Source: an optimization exercise on an open RTL-to-GDS flow (aim: a short achievable clock period and few clock cycles per item). Production flows keep margins and buffers that such runs may drop. In this exercise RTL edits were held to simulation tests only and were not proved equivalent to the original. No activity file was given, so power comes from the tool's default toggle rates.

==> design.v <==
module alu (op1, op2, sel_xor, sel_or, sel_and, sel_sra,
            sum, diff, shl, shr, lres, lt);
    input  [31:0] op1, op2;
    input         sel_xor, sel_or, sel_and, sel_sra;
    output [31:0] sum, diff, shl, shr, lres;
    output        lt;
    adder32 add (.a(op1), .b(op2), .cin(1'b0), .s(sum));
    adder32 sub (.a(op1), .b(~op2), .cin(1'b1), .s(diff));
    assign lt    = (op1[31] ^ op2[31]) ? op1[31] : diff[31];
    assign shl   = op1 << op2[4:0];
    wire [32:0] ext = {sel_sra & op1[31], op1};
    wire [32:0] sh  = $signed(ext) >>> op2[4:0];
    assign shr   = sh[31:0];
    assign lres = ({32{sel_xor}} & (op1 ^ op2))
                 | ({32{sel_or}}  & (op1 | op2))
                 | ({32{sel_and}} & (op1 & op2));
    function [31:0] ks32;
        input [31:0] a, b;
        input        cin;
        reg [31:0] g, p, gg, pp;
        integer i, d;
        begin
            g = a & b;
            p = a | b;
            g[0] = g[0] | (p[0] & cin);
            gg = g;
            pp = p;
            for (d = 1; d < 32; d = d * 2) begin
                for (i = 31; i >= d; i = i - 1) begin
                    gg[i] = gg[i] | (pp[i] & gg[i-d]);
                    pp[i] = pp[i] & pp[i-d];
                end
            end
            ks32 = (a ^ b) ^ {gg[30:0], cin};
        end
    endfunction
endmodule
module brtarget (pc, hip1, him1, imm, tgt);
    input  [31:0] pc;
    input  [18:0] hip1, him1;
    input  [12:0] imm;
    output [31:0] tgt;
    wire [13:0] lo = {1'b0, pc[12:0]} + {1'b0, imm};
    assign tgt = {(lo[13] == imm[12]) ? pc[31:13] : (lo[13] ? hip1 : him1), lo[12:0]};
endmodule
module adder32 (a, b, cin, s);
    input  [31:0] a, b;
    input         cin;
    output [31:0] s;
    reg [31:0] g, p;
    integer i, d;
    always @(*) begin
        g = a & b;
        p = a | b;
        g[0] = g[0] | (p[0] & cin);
        for (d = 1; d < 32; d = d * 2)
            for (i = 31; i >= d; i = i - 1) begin
                g[i] = g[i] | (p[i] & g[i-d]);
                p[i] = p[i] & p[i-d];
            end
    end
    assign s = (a ^ b) ^ {g[30:0], cin};
endmodule
module inc30 (a, y);
    input  [29:0] a;
    output [29:0] y;
    assign y = a + 30'd1;
endmodule
module regfile (clk, raddr1, raddr2, rdata1, rdata2,
                wea, waddra, wdataa, web, waddrb, wdatab);
    input          clk;
    input  [2:0]   raddr1, raddr2;
    output [127:0] rdata1, rdata2;    
    input          wea, web;
    input  [4:0]   waddra, waddrb;
    input  [31:0]  wdataa, wdatab;
    reg [31:0] registers [0:31];
    integer i;
    always @(posedge clk) begin
        for (i = 0; i < 32; i = i + 1) begin
            if (wea && waddra == i)
                registers[i] <= wdataa;
            else if (web && waddrb == i)
                registers[i] <= wdatab;
        end
    end
    genvar g;
    generate
        for (g = 0; g < 4; g = g + 1) begin : grp
            assign rdata1[32*g +: 32] = registers[{g[1:0], raddr1}];
            assign rdata2[32*g +: 32] = registers[{g[1:0], raddr2}];
        end
    endgenerate
endmodule
module datapath (clk, rst, instr, dReadData, PC, dAddress, dWriteData,
                 MemRead, MemWrite, WriteBackData, RegWrite);
    parameter INITIAL_PC = 32'h00400000;
    input             clk, rst;
    input      [31:0] instr, dReadData;
    output reg [31:0] PC;
    output reg [31:0] dAddress, dWriteData, WriteBackData;
    output reg        MemRead, MemWrite, RegWrite;
    reg        vD;
    reg [31:0] pcD, pc4D;
    wire [4:0] rs1 = instr[19:15];
    wire [4:0] rs2 = instr[24:20];
    wire [4:0] rd  = instr[11:7];
    wire [2:0] f3  = instr[14:12];
    wire       f7b = instr[30];
    wire d_br  = instr[6];
    wire d_ld  = ~instr[6] & ~instr[5] & ~instr[4];
    wire d_st  = ~instr[6] &  instr[5] & ~instr[4];
    wire d_r   = ~instr[6] &  instr[5] &  instr[4];
    wire d_alu = ~instr[6] & instr[4];
    wire d_wr  = ~instr[6] & ~(instr[5] & ~instr[4]);
    wire use2  = d_r | d_st | d_br;
    wire [31:0] imm_i = {{20{instr[31]}}, instr[31:20]};
    wire [31:0] imm_s = {{20{instr[31]}}, instr[31:25], instr[11:7]};
    wire [12:0] imm_b = {instr[31], instr[7], instr[30:25], instr[11:8], 1'b0};
    wire         wea, web;
    wire [4:0]   waddra, waddrb;
    wire [31:0]  wdataa;
    wire [127:0] rf1, rf2;
    regfile rf (.clk(clk), .raddr1(rs1[2:0]), .raddr2(rs2[2:0]), .rdata1(rf1), .rdata2(rf2),
                .wea(wea), .waddra(waddra), .wdataa(wdataa),
                .web(web), .waddrb(waddrb), .wdatab(dReadData));
    reg        vEr, kE, ldE, wrE, stE, brE, ptE;
    wire       vE;
    reg [4:0]  rdE;
    reg        redirE;
    reg        vM, ldM, wrM;
    reg [4:0]  rdM;
    reg        vW, ldW, wrW;
    reg [4:0]  rdW;
    wire ldE_hit = vE & ldE & ((rdE == rs1) | (use2 & (rdE == rs2)));
    wire ldM_hit = vM & ldM & ((rdM == rs1) | (use2 & (rdM == rs2)));
    wire haz     = ldE_hit | ldM_hit;
    wire pt      = d_br & (instr[31] | (rs1 == rs2));
    reg  [18:0] hiP1D, hiM1D;
    wire [31:0] tgtD;
    brtarget brt (.pc(pcD), .hip1(hiP1D), .him1(hiM1D),
                  .imm({instr[31], instr[7], instr[30:25], instr[11:8], 1'b0}), .tgt(tgtD));
    localparam NB = 4;
    reg [NB-1:0] bv;
    reg [29:0]   btag [0:NB-1];
    reg [31:0]   btgt [0:NB-1];
    reg [1:0]    bptr;
    reg          bD;             
    reg          ins;
    reg [29:0]   insPC;
    reg [31:0]   insTgt;
    reg          hit;
    reg [31:0]   hit_tgt;
    integer k;
    always @(*) begin
        hit = 1'b0;
        hit_tgt = 32'd0;
        for (k = 0; k < NB; k = k + 1)
            if (bv[k] && btag[k] == PC[31:2]) begin
                hit = 1'b1;
                hit_tgt = hit_tgt | btgt[k];
            end
    end
    reg        bE;
    wire       eq;
    reg [31:0] pcE, tgtTE, pc4E;
    wire        insE;
    wire d_rp  = vD & haz;
    wire d_tk  = vD & pt & ~bD;      
    wire d_bad = vD & ~pt & bD;
    wire [31:0] pcInc;
    inc30 pcinc (.a(PC[31:2]), .y(pcInc[31:2]));
    assign pcInc[1:0] = PC[1:0];
    wire [31:0] seqD = d_bad ? pc4D : hit ? hit_tgt : pcInc;
    wire dred = d_rp | d_tk | d_bad;
    always @(posedge clk) begin
        pcD   <= PC;
        pc4D  <= pcInc;
        hiP1D <= PC[31:13] + 19'd1;
        hiM1D <= PC[31:13] - 19'd1;
        if (rst) begin
            PC <= INITIAL_PC;
            vD <= 1'b0;
            bD <= 1'b0;
            bv <= {NB{1'b0}};
            bptr <= 2'd0;
            ins <= 1'b0;
        end else begin
            vD <= (eq ? ~red1 : ~red0) & ~dred;
            bD <= hit;
            PC <= (d_rp & ~redirE) ? pcD :
                  (d_tk & ~redirE) ? tgtD : (eq ? pcn1 : pcn0);
            ins <= insE;
            if (ins) begin
                bv[bptr] <= 1'b1;
                bptr <= bptr + 2'd1;
            end
        end
        insPC  <= pcE[31:2];
        insTgt <= tgtTE;
        if (ins) begin
            btag[bptr] <= insPC;
            btgt[bptr] <= insTgt;
        end
    end
    reg [127:0] G1, G2;
    reg [31:0]  IE;
    reg [11:0]  selA, selS, selB;
    reg         immB;
    reg [5:0]   tE, tM;
    reg         s_xor, s_or, s_and, s_sra;
    reg [31:0]  PA, PS, PL, PR, PX;
    reg         PT;
    reg [31:0]  RW, RO;
    wire m1a = vE & wrE & (rdE == rs1);
    wire m2a = vM & wrM & (rdM == rs1);
    wire m3a = vW & wrW & (rdW == rs1);
    wire m1s = vE & wrE & (rdE == rs2);
    wire m2s = vM & wrM & (rdM == rs2);
    wire m3s = vW & wrW & (rdW == rs2);
    wire [3:0] g1 = 4'b0001 << rs1[4:3];
    wire [3:0] g2 = 4'b0001 << rs2[4:3];
    wire [11:0] nsA = {g1 & {4{~m1a & ~m2a & ~m3a}}, m3a & ~m1a & ~m2a, m2a & ~m1a, tE & {6{m1a}}};
    wire [11:0] nsS = {g2 & {4{~m1s & ~m2s & ~m3s}}, m3s & ~m1s & ~m2s, m2s & ~m1s, tE & {6{m1s}}};
    wire d_add = ~d_alu | (f3 == 3'b000 & ~(d_r & f7b));
    wire d_sub = d_alu & f3 == 3'b000 & d_r & f7b;
    wire d_sll = d_alu & f3 == 3'b001;
    wire d_sr  = d_alu & f3 == 3'b101;
    wire d_log = d_alu & f3[2] & (f3[1] | ~f3[0]);
    wire d_slt = d_alu & f3 == 3'b010;
    always @(posedge clk) begin
        if (rst) begin
            vEr  <= 1'b0;
            kE   <= 1'b0;
        end else begin
            vEr  <= vD & ~haz;
            kE   <= redirE;
        end
        bE    <= bD;
        pcE   <= pcD;
        tgtTE <= tgtD;
        ldE  <= d_ld;
        stE  <= d_st;
        brE  <= d_br;
        wrE  <= d_wr;
        ptE  <= pt;
        rdE  <= rd;
        G1   <= rf1;
        G2   <= rf2;
        IE   <= d_st ? imm_s : imm_i;
        immB <= ~d_r;
        selA <= nsA;
        selS <= nsS;
        selB <= nsS & {12{d_r}};
        pc4E  <= pc4D;
        tE    <= {d_slt, d_log, d_sr, d_sll, d_sub, d_add};
        s_xor <= f3 == 3'b100;
        s_or  <= f3 == 3'b110;
        s_and <= f3 == 3'b111;
        s_sra <= f7b;
    end
    function [31:0] pick;
        input [11:0]  sel;
        input [127:0] g;
        input [31:0]  a, s, l, r, x;
        input         t;
        input [31:0]  r2, r3;
        pick = ({32{sel[0]}} & a) | ({32{sel[1]}} & s) | ({32{sel[2]}} & l)
             | ({32{sel[3]}} & r) | ({32{sel[4]}} & x) | {31'b0, sel[5] & t}
             | ({32{sel[6]}} & r2) | ({32{sel[7]}} & r3)
             | ({32{sel[8]}} & g[31:0])  | ({32{sel[9]}}  & g[63:32])
             | ({32{sel[10]}} & g[95:64]) | ({32{sel[11]}} & g[127:96]);
    endfunction
    wire [31:0] opA = pick(selA, G1, PA, PS, PL, PR, PX, PT, RW, RO);
    wire [31:0] opS = pick(selS, G2, PA, PS, PL, PR, PX, PT, RW, RO);
    wire [31:0] opB = pick(selB, G2, PA, PS, PL, PR, PX, PT, RW, RO) | ({32{immB}} & IE);
    wire [31:0] sum, diff, shl, shr, lres;
    wire        lt;
    alu alu (.op1(opA), .op2(opB), .sel_xor(s_xor), .sel_or(s_or), .sel_and(s_and),
             .sel_sra(s_sra), .sum(sum), .diff(diff), .shl(shl), .shr(shr),
             .lres(lres), .lt(lt));
    assign vE  = vEr & ~kE;
    assign eq  = (opA == opS);
    assign insE = vE & brE & eq & ptE & ~bE;
    always @(*) begin
        redirE = vE & brE & (eq ^ ptE);
    end
    wire        red1 = vE & brE & ~ptE;
    wire        red0 = vE & brE & ptE;
    wire [31:0] pcn1 = red1 ? tgtTE : seqD;
    wire [31:0] pcn0 = red0 ? pc4E : seqD;
    always @(posedge clk) begin
        if (rst) begin
            vM <= 1'b0;
            MemRead <= 1'b0;
            MemWrite <= 1'b0;
        end else begin
            vM <= vE;
            MemRead <= vE & ldE;
            MemWrite <= vE & stE;
        end
        ldM <= ldE;
        wrM <= wrE;
        rdM <= rdE;
        tM  <= tE;
        PA  <= sum;
        PS  <= diff;
        PL  <= shl;
        PR  <= shr;
        PX  <= lres;
        PT  <= lt;
        dAddress <= sum;
        if (stE)       dWriteData <= opS;
    end
    wire [31:0] RM = ({32{tM[0]}} & PA) | ({32{tM[1]}} & PS) | ({32{tM[2]}} & PL)
                   | ({32{tM[3]}} & PR) | ({32{tM[4]}} & PX) | {31'b0, tM[5] & PT};
    assign wea    = vM & wrM & ~ldM;
    assign waddra = rdM;
    assign wdataa = RM;
    always @(posedge clk) begin
        if (rst) vW <= 1'b0;
        else     vW <= vM;
        ldW <= ldM;
        wrW <= wrM;
        rdW <= rdM;
        RW  <= RM;
    end
    assign web    = vW & ldW;
    assign waddrb = rdW;
    always @(posedge clk) begin
        if (rst) RegWrite <= 1'b0;
        else     RegWrite <= vW & wrW;
        RO <= ldW ? dReadData : RW;
        if (wrW) WriteBackData <= ldW ? dReadData : RW;
    end
    function [31:0] ks32;
        input [31:0] a, b;
        input        cin;
        reg [31:0] g, p, gg, pp;
        integer i, d;
        begin
            g = a & b;
            p = a | b;
            g[0] = g[0] | (p[0] & cin);
            gg = g;
            pp = p;
            for (d = 1; d < 32; d = d * 2) begin
                for (i = 31; i >= d; i = i - 1) begin
                    gg[i] = gg[i] | (pp[i] & gg[i-d]);
                    pp[i] = pp[i] & pp[i-d];
                end
            end
            ks32 = (a ^ b) ^ {gg[30:0], cin};
        end
    endfunction
endmodule
module top_proc(clk,rst,instr,dReadData,PC,dAddress,dWriteData,MemRead,MemWrite,WriteBackData,RegWrite);
    parameter INITIAL_PC = 32'h00400000;
    input clk,rst;
    input[31:0] instr,dReadData;
    output MemRead,MemWrite,RegWrite;
    output[31:0] PC,dAddress,dWriteData,WriteBackData;
    datapath #(INITIAL_PC) datapath (
                .clk(clk),
                .rst(rst),
                .instr(instr),
                .dReadData(dReadData),
                .PC(PC),
                .dAddress(dAddress),
                .dWriteData(dWriteData),
                .MemRead(MemRead),
                .MemWrite(MemWrite),
                .WriteBackData(WriteBackData),
                .RegWrite(RegWrite));
endmodule
==> flow/run.sh <==
#!/bin/bash
set -euo pipefail
export SETUP_SLACK_MARGIN=${MARGIN:-8.5}
bash standard.sh > flow_make.log 2>&1
==> standard.sh <==
#!/bin/bash
# synth_recipe.tcl (not shown) runs the flow's synth.tcl, then flattens the netlist and writes it again
# the make line also repeats each setting of config.mk as NAME=value (left out here)
make -C /OpenROAD-flow-scripts/flow DESIGN_CONFIG=/design/flow/config.mk WORK_HOME=/design/flow/orfs CLKGATE_MAP_FILE= SYNTH_SCRIPT=/design/flow/synth_recipe.tcl "${@:-finish}"
==> config.mk <==
export PLATFORM = sky130hd
export DESIGN_NAME = top_proc
export DESIGN_NICKNAME = top_proc
export VERILOG_FILES = /design/flow/design.v
export SDC_FILE = /design/flow/constraint.sdc
export NUM_CORES = 4
export LEC_CHECK = 0
export CAP_MARGIN = 20
export CORE_MARGIN = 2
export CORE_UTILIZATION = 40
export SLEW_MARGIN = 20
export SYNTH_HIERARCHICAL = 1
export SYNTH_MINIMUM_KEEP_SIZE = 0
==> constraint.sdc <==
create_clock -name core_clock -period 12.0 [get_ports {clk}]
set_input_delay 2.4000 -clock core_clock [delete_from_list [all_inputs] [get_ports {clk}]]
set_output_delay 2.4000 -clock core_clock [all_outputs]
set_load 0.01 [all_outputs]
==> out/results.tsv, run 1 <==
metric	value	unit
track_usage	0.350	
hold_viol	0	
fin_tns_setup	0	ns
dp_cells	12500	
path_delay_family	compound AO/OA/AOI/OAI gates	
die-width	535	µm
syn_area	0.113	mm²
cp-end-kind	flop	
crit_path_max_fanout	25	
async_flop_share	0	
start_util	0.403	
worstPathCellList	buf_4, buf_8, a221oi_1, nand3_2, clkinvlp_4, inv_1, ha_1, inv_1, a211oi_4, a211oi_2, o311ai_4, nand4bb_1, a221oi_2, xnor2_1, mux2_4	
syn_inst	9093	
worstPathRequired	12.80	ns
layout_commonest_cell	edfxtp_1	
clock.fmax	0.239	GHz
slew_viol_final	0	
numCtsBuffers	238	
drt_iter0_markers	15800	
rsz0062_at_grt	yes	
grt_overflow	0	
p_total	21.5	mW
crit_arrival	4.98	ns
cts_tree	yes	
seq_area_frac_synth	0.511	
vias_per_cell	6.81	
die-area	0.286	mm²
drive_gt1_frac	0.369	
syn-num-nets	9374	
max_slew.worst_pin.slew	1.37	ns
skew	0.138	ns
design_area	0.137	mm²
nets	9712	
maxCapViolCount	0	
drt-total-wl	525000	µm
path_class	reg2reg	
period_share	0.348	
start_kind	flop	
core-area	0.280	mm²
synth_edf_count	1336	
cts_buffer_depth	4	
pwr_density_cell	157	mW/mm²
synthSimpleGateAreaFrac	0.0606	
maxSlewHeadroom	0.0850	
cts-root-buf	clkbuf_16	
detail-route-antenna-nets	0	
dieHeight	535	µm
ys.flop_type	edfxtp_1	
fin_hold_ws	0.295	ns
gp_congestion	1.01	
final_cell_mix	edfxtp_1, mux2_2, dfxtp_1	
synth_top_family_by_area	multiplexers	
leakagePower	50.5	nW
period_needed	4.18	ns
synth_xor_area_frac	0.0246	
vias	91200	
ys_types	106	
critPathBufInv	5	
status	complete, no violations	
fin_cells	13400	
peakVddDrop	147	µV
io_pins	197	
layout-area-overhead-vs-synth	22.0	%
htreeDepth	4	
clk_latency	0.97	ns
ys_seq_elements	2209	
port_buffers	192	
grt_pass1_vias	86500	
setup_viol	0	
rows	194	
path_clk_slew	0.07	ns
holdCritPathClass	reg2reg	
synth_mux_area_frac	0.194	
yosys_warnings	10	
detail_route.wl_per_cell	39.2	µm
drc_errors	0	
grt_max_degree	79	
post_dp_cell_area	0.120	mm²
ctsHoldBuffers	0	
dr.pass1.iters	17	
clock_sinks	2209	
synth-adder-area-share	0.0242	
slowest_stage	o311ai_4	
synth-compound-area-share	0.142	
grt_pass1_wl	706000	µm
slowest_delay	0.55	ns
crit_path_frequent_cell	inv_1	
antenna_found_initial	63	
hpwl	316000	µm
avgSynthCellArea	12.4	µm²
## logic make-up (layout without fill, tap and decap cells)
group	count (synthesis)	after routing
multiplexers	1753	1753
buffers and inverters	1134	1663
XOR/XNOR	317	317
adder cells (fa/ha/maj)	215	215
AO/OA/AOI/OAI	2064	2064
AND/OR/NAND/NOR	1398	1410
other	3	35
flip-flops	2209	2209
## metrics by stage
stage / setup WS, ns / util
floorplan: 7.81 / -
global placement: 5.44 / 0.428
detailed placement: 5.39 / 0.428
CTS: 7.87 / 0.482
global route: 7.82 / 0.491
finish: 7.82 / 0.492
## worst paths after layout
check | startpoint | to | slack, ns | cells after the start
worst min register to register | datapath.PC[6] | datapath.pcD[6] | 0.30 | 0
worst min-delay path | datapath.PC[6] | datapath.pcD[6] | 0.30 | 0
worst max-delay path | datapath.selB[3] | datapath.PT | 7.82 | 15
worst max register to register | datapath.selB[3] | datapath.PT | 7.82 | 15
## routing by layer
metal  up-vias  routed length, µm  track usage
met5         -                265            0
met4        38              36300        0.192
met3      1753              79500        0.139
met2      7571             216000        0.499
met1     45800             193000        0.452
li1      36000                  -            -
## state kept, by name (all words and copies together), names as in the netlist, 120 cells and up
| signal | cells |
|---|---|
| datapath.G1 | 128 |
| datapath.G2 | 128 |
| datapath.btag | 120 |
| datapath.btgt | 128 |
| datapath.rf.registers | 1024 |
## Yosys stat by module (local to each module, per instance), excerpt
| module | times used | area, µm² | flops+latches |
|---|---|---|---|
| regfile | 1 | 59600 | 1024 |
| adder32 | 2 | 2430 | 0 |
| alu | 1 | 5900 | 0 |
| inc30 | 1 | 566 | 0 |
| brtarget | 1 | 1420 | 0 |
## synth_stat cells, drive strengths merged (14+ instances only)
| master | number | share of area |
|---|---|---|
| a211o | 25 | 0.0019 |
| a211oi | 51 | 0.0039 |
| a21o | 48 | 0.0032 |
| a21oi | 217 | 0.0097 |
| a221o | 28 | 0.0025 |
| a221oi | 379 | 0.030 |
| a222oi | 107 | 0.0095 |
| a22o | 246 | 0.019 |
| a22oi | 319 | 0.021 |
| a31oi | 29 | 0.0016 |
| a41oi | 24 | 0.0019 |
| and2 | 44 | 0.0024 |
| and3 | 70 | 0.0039 |
| buf | 332 | 0.017 |
| clkbuf | 533 | 0.018 |
| dfxtp | 873 | 0.16 |
| edfxtp | 1336 | 0.36 |
| ha | 210 | 0.023 |
| inv | 268 | 0.0089 |
| mux2 | 1253 | 0.13 |
| mux2i | 303 | 0.027 |
| mux4 | 197 | 0.039 |
| nand2 | 519 | 0.017 |
| nand2b | 65 | 0.0036 |
| nand3 | 140 | 0.0063 |
| nand4 | 47 | 0.0027 |
| nand4b | 22 | 0.0017 |
| nor2 | 263 | 0.0092 |
| nor2b | 53 | 0.0029 |
| nor3 | 55 | 0.0025 |
| nor4 | 56 | 0.0038 |
| o211ai | 45 | 0.0034 |
| o21ai | 199 | 0.0091 |
| o21bai | 25 | 0.0017 |
| o221ai | 49 | 0.0038 |
| o22a | 40 | 0.0031 |
| o22ai | 113 | 0.0063 |
| o2bb2ai | 31 | 0.0024 |
| or2 | 14 | 0.00078 |
| or3 | 14 | 0.00078 |
| xnor2 | 140 | 0.011 |
| xor2 | 177 | 0.014 |
## final cells by class
type,count,area (µm²)
fillers,24200,142000
flip-flops and latches,2209,57800
multi-input cells,5762,55000
repair buffers,951,10600
clock buffers,337,6850
well taps,3724,4660
clock inverters,106,1300
inverters,269,1090
diodes,32,80.1
## repair_timing
action / 4_1_cts / 5_1_grt
pin swaps: 121 / 129
endpoints found under the setup margin: 652 / 519
gates resized for setup: 1487 / 308
setup buffers: 277 / 96
gates cloned: 52 / 13
## where the power goes
group / leakage, nW / internal (mW) / switching [mW]
sequential: 19.4 / 8.57 / 0.682
combinational: 27.1 / 1.65 / 2.90
clock: 3.95 / 4.51 / 3.23
total: 50.5 / 14.7 / 6.82
## worst reg2reg max path, stage by stage (launching register included)
cell and delay, ns:
dfxtp_1 0.31, buf_4 0.22, buf_8 0.33, a221oi_1 0.19, nand3_2 0.21, clkinvlp_4 0.27, inv_1 0.12, ha_1 0.19
inv_1 0.09, a211oi_4 0.35, a211oi_2 0.16, o311ai_4 0.55, nand4bb_1 0.30, a221oi_2 0.36, xnor2_1 0.14, mux2_4 0.28
Testbench counts, summed over its fixed seeds: cycles 27,480, instrs 25,042.
==> run 2, diff against run 1 <==
--- a/config.mk
+++ b/config.mk
@@ -8,5 +8,6 @@
 export CAP_MARGIN = 20
 export CORE_MARGIN = 2
-export CORE_UTILIZATION = 40
+export CORE_UTILIZATION = 50
+export PLACE_DENSITY = 0.65
 export SLEW_MARGIN = 20
 export SYNTH_HIERARCHICAL = 1
==> out/results.tsv, run 2 <==
metric	value	unit	change
gp_congestion	1.02		+0.27%
die-area	0.229	mm²	-20%
nets	9755		+0.44%
worstPathRequired	12.84	ns	+0.04 ns
antenna_found_initial	63		unchanged
cp-startpoint	datapath.selS[7]		
setup_viol	0		unchanged
clock_sinks	2209		unchanged
maxSlewHeadroom	0.196		+0.111
period_needed	4.13	ns	-0.0503 ns
cts_tree	yes		
yosysMostFrequentCell	edfxtp_1		
syn_area	0.113	mm²	unchanged
crit_path_max_fanout	32		+28%
skew	0.0931	ns	-0.0447 ns
async_flop_share	0		unchanged
rows	174		-10%
synth_top_area_frac	0.356		unchanged
grt_pass1_wl	703000	µm	-0.44%
vias	92500		+1.4%
core-area	0.224	mm²	-20%
hold_viol	0		unchanged
cts_buffer_depth	3		-1
detail_route.wl_per_cell	41.3	µm	+5.2%
seq_area_frac_synth	0.511		unchanged
layout-area-overhead-vs-synth	21.4	%	
grt_max_degree	80		+1.3%
drc_errors	0		unchanged
top_register	datapath.rf.registers		
io_pins	197		unchanged
ys_seq_elements	2209		unchanged
synth_edf_count	1336		unchanged
fin_cells	12700		-5.1%
post-route-util	0.609		+0.117
ys_types	106		unchanged
syn-num-nets	9374		unchanged
ys.flop_type	edfxtp_1		
hpwl	309000	µm	-2.1%
pwr_density_cell	156	mW/mm²	-0.27%
syn_inst	9093		unchanged
peakVddDrop	175	µV	+19%
maxCapViolCount	0		unchanged
clk_latency	0.95	ns	-0.02 ns
track_usage	0.437		+0.0865
final_cell_mix	edfxtp_1, mux2_2, dfxtp_1		
htreeDepth	4		unchanged
max_slew.worst_pin.slew	1.19	ns	-0.177 ns
reg2reg_from	datapath.selS[7]		
fin_tns_setup	0	ns	unchanged
regToRegEndpoint	datapath.PC[23]		
drive_gt1_frac	0.371		+0.00265
path_class	reg2reg		
synth.area.top_cells	edfxtp_1, dfxtp_1, mux2_2, mux4_2, a221oi_1		
r2r_setup_slack	7.87	ns	+0.05 ns
synth_commonest_cells	edfxtp_1, mux2_2, dfxtp_1		
detail-route-antenna-nets	0		unchanged
holdCritPathClass	reg2reg		
crit_arrival	4.97	ns	about the same
path_clk_slew	0.06	ns	about the same
grt_overflow	0		unchanged
status	complete, no violations		
dieHeight	479	µm	-10%
cts-root-buf	clkbuf_16		
vias_per_cell	7.28		+6.9%
port_buffers	192		unchanged
yosys_warnings	10		unchanged
period_share	0.344		-0.00419
cp-end-kind	flop		
rr_worst_depth	14		-1
dr.pass1.iters	13		-4
synth_area_leader_cell	edfxtp_1		
drt-total-wl	524000	µm	-0.16%
drt_iter0_markers	15800		-0.038%
clock.fmax	0.242	GHz	+1.2%
fin_hold_ws	0.290	ns	-0.00585 ns
largest_reg_flops	1024		unchanged
layout_commonest_cell	edfxtp_1		
worstSetupEndpoint	datapath.PC[23]		
start_util	0.502		+0.0990
rsz0062_at_grt	yes		
numCtsBuffers	228		-4.2%
avgSynthCellArea	12.4	µm²	unchanged
dp_cells	11700		-6.0%
slew_viol_final	0		unchanged
leakagePower	50.5	nW	+0.15%
die-width	479	µm	-10%
start_kind	flop		
grt_pass1_vias	86300		-0.28%
[run 2: changes by cell type in the layout (fill, tap and decap cells not counted), sizes merged, moves of 3 or more]
cell,change
buf,+58
clkinv,+12
clkinvlp,-4
inv,+6
clkbuf,-13
clkdlybuf4s50,-3
bufinv,-6
[run 2: cell families (layout without fill, tap and decap cells)]
family,count (synthesis),count (layout),synth area share
mux,1753,1753,0.194
other cells,3,34,0.000100
compound gates,2064,2064,0.142
xor+xnor,317,317,0.0246
buf+inv,1134,1710,0.0439
fa+ha+maj,215,215,0.0242
flops,2209,2209,0.511
simple gates,1398,1410,0.0606
[run 2: timing repair]
action                                  4_1_cts  5_1_grt
pin swaps                                   131      180
setup buffers                               299      134
cloned                                       53       19
gates resized for setup                    1469      326
hold buffers                                  0        0
endpoints found under the setup margin      683      366
[run 2: per-stage QoR]
| stage | instance area, µm² | power (mW) | worst slack (ns) |
|---|---|---|---|
| 2_1_floorplan | 115000 | 11.1 | 7.81 |
| 3_3_place_gp | 119000 | 12.8 | 5.99 |
| 3_5_place_dp | 119000 | 12.9 | 5.96 |
| 4_1_cts | 134000 | 20.8 | 7.96 |
| 5_1_grt | 137000 | 21.7 | 7.97 |
| 6_report | 137000 | 21.4 | 7.87 |
[run 2: power breakdown]
group          switching (mW)  internal, mW
clock network            3.25          4.21
registers               0.709          8.57
logic                    2.94          1.69
total                    6.90          14.5
[run 2: worst min path at each step]
stage                     startpoint  depth (start not counted)  slack (ns)            endpoint
finish              datapath.pcE[11]                          0        0.29   datapath.insPC[9]
global route        datapath.pcE[11]                          0        0.30   datapath.insPC[9]
global placement    datapath.pcE[26]                          0        0.31  datapath.insPC[24]
CTS                 datapath.pcE[11]                          0        0.29   datapath.insPC[9]
detailed placement  datapath.pcE[27]                          0        0.31  datapath.insPC[25]
floorplan            datapath.pcE[2]                          0        0.31   datapath.insPC[0]
[run 2: layer usage]
metal | share of wire | global-route usage | up-vias
li1 | - | - | 36100
met4 | 0.073 | 0.234 | 28
met5 | 0.00064 | 0.00497 | -
met1 | 0.35 | 0.554 | 45800
met3 | 0.18 | 0.217 | 2111
met2 | 0.40 | 0.605 | 8424
[run 2: layout make-up]
cell class	count	area (µm²)
Fill cell	17300	87800
Sequential cell	2209	57900
Multi-Input combinational cell	5762	54900
Timing Repair Buffer	1003	11100
Clock buffer	324	6510
Tap cell	2992	3740
Clock inverter	113	1370
Inverter	269	1090
Antenna cell	31	77.6
Timing Repair inverter	1	8.76
[run 2: worst max-delay path, stage by stage, from the launching register on]
cell and delay (ns):
dfxtp_1 0.31, buf_4 0.31, a22o_1 0.30, a221oi_1 0.26, nand3_2 0.33, xor2_1 0.95
nor4_4 0.12, nand4_1 0.14, buf_6 0.16, o21ai_4 0.08, buf_12 0.16, buf_12 0.14
and3_4 0.24, a221o_1 0.29, a21oi_1 0.17
[run 2: per-module statistics from Yosys, one instance, submodules excluded, a selection]
module / cells inside / area, µm² / copies in the design / flip-flops and latches
adder32: 359 / 2430 / 2 / 0
alu: 695 / 5900 / 1 / 0
brtarget: 219 / 1420 / 1 / 0
inc30: 81 / 566 / 1 / 0
regfile: 4242 / 59600 / 1 / 1024

==> port drivers added, routing unchanged <==
In the flow no input, the clock included, has a driving cell. The finished layouts below were timed again as built, in two steps. Step 1 sets driving cells, clkbuf_16 on the clock port and buf_2 on the other inputs (assumed; they add their load-dependent delay and slew). Step 2, shift: input delay + t, output delay - t, t = (earliest + latest rising clock arrival at the registers) / 2. This alone moves slack from input paths to output paths. Slacks: ideal ports / drivers / drivers and shift; pairs: ideal ports / drivers.
run | shift t [ns] | setup WS [ns] | hold slack, ns | clock arrival spread, ns | worst data-port slew with drivers (ns)
run 1 | 1.004 | 7.821 / 7.794 / 6.958 | 0.295 / 0.295 / 0.295 | 0.143 / 0.143 | 0.36
run 2 | 1.010 | 7.871 / 7.871 / 6.929 | 0.290 / 0.290 / 0.290 | 0.094 / 0.093 | 0.40
After both steps every run listed still meets setup and hold. The setup slack of run 2, which loses most, moves by 0.000 ns with the drivers and by -0.942 ns with both steps.
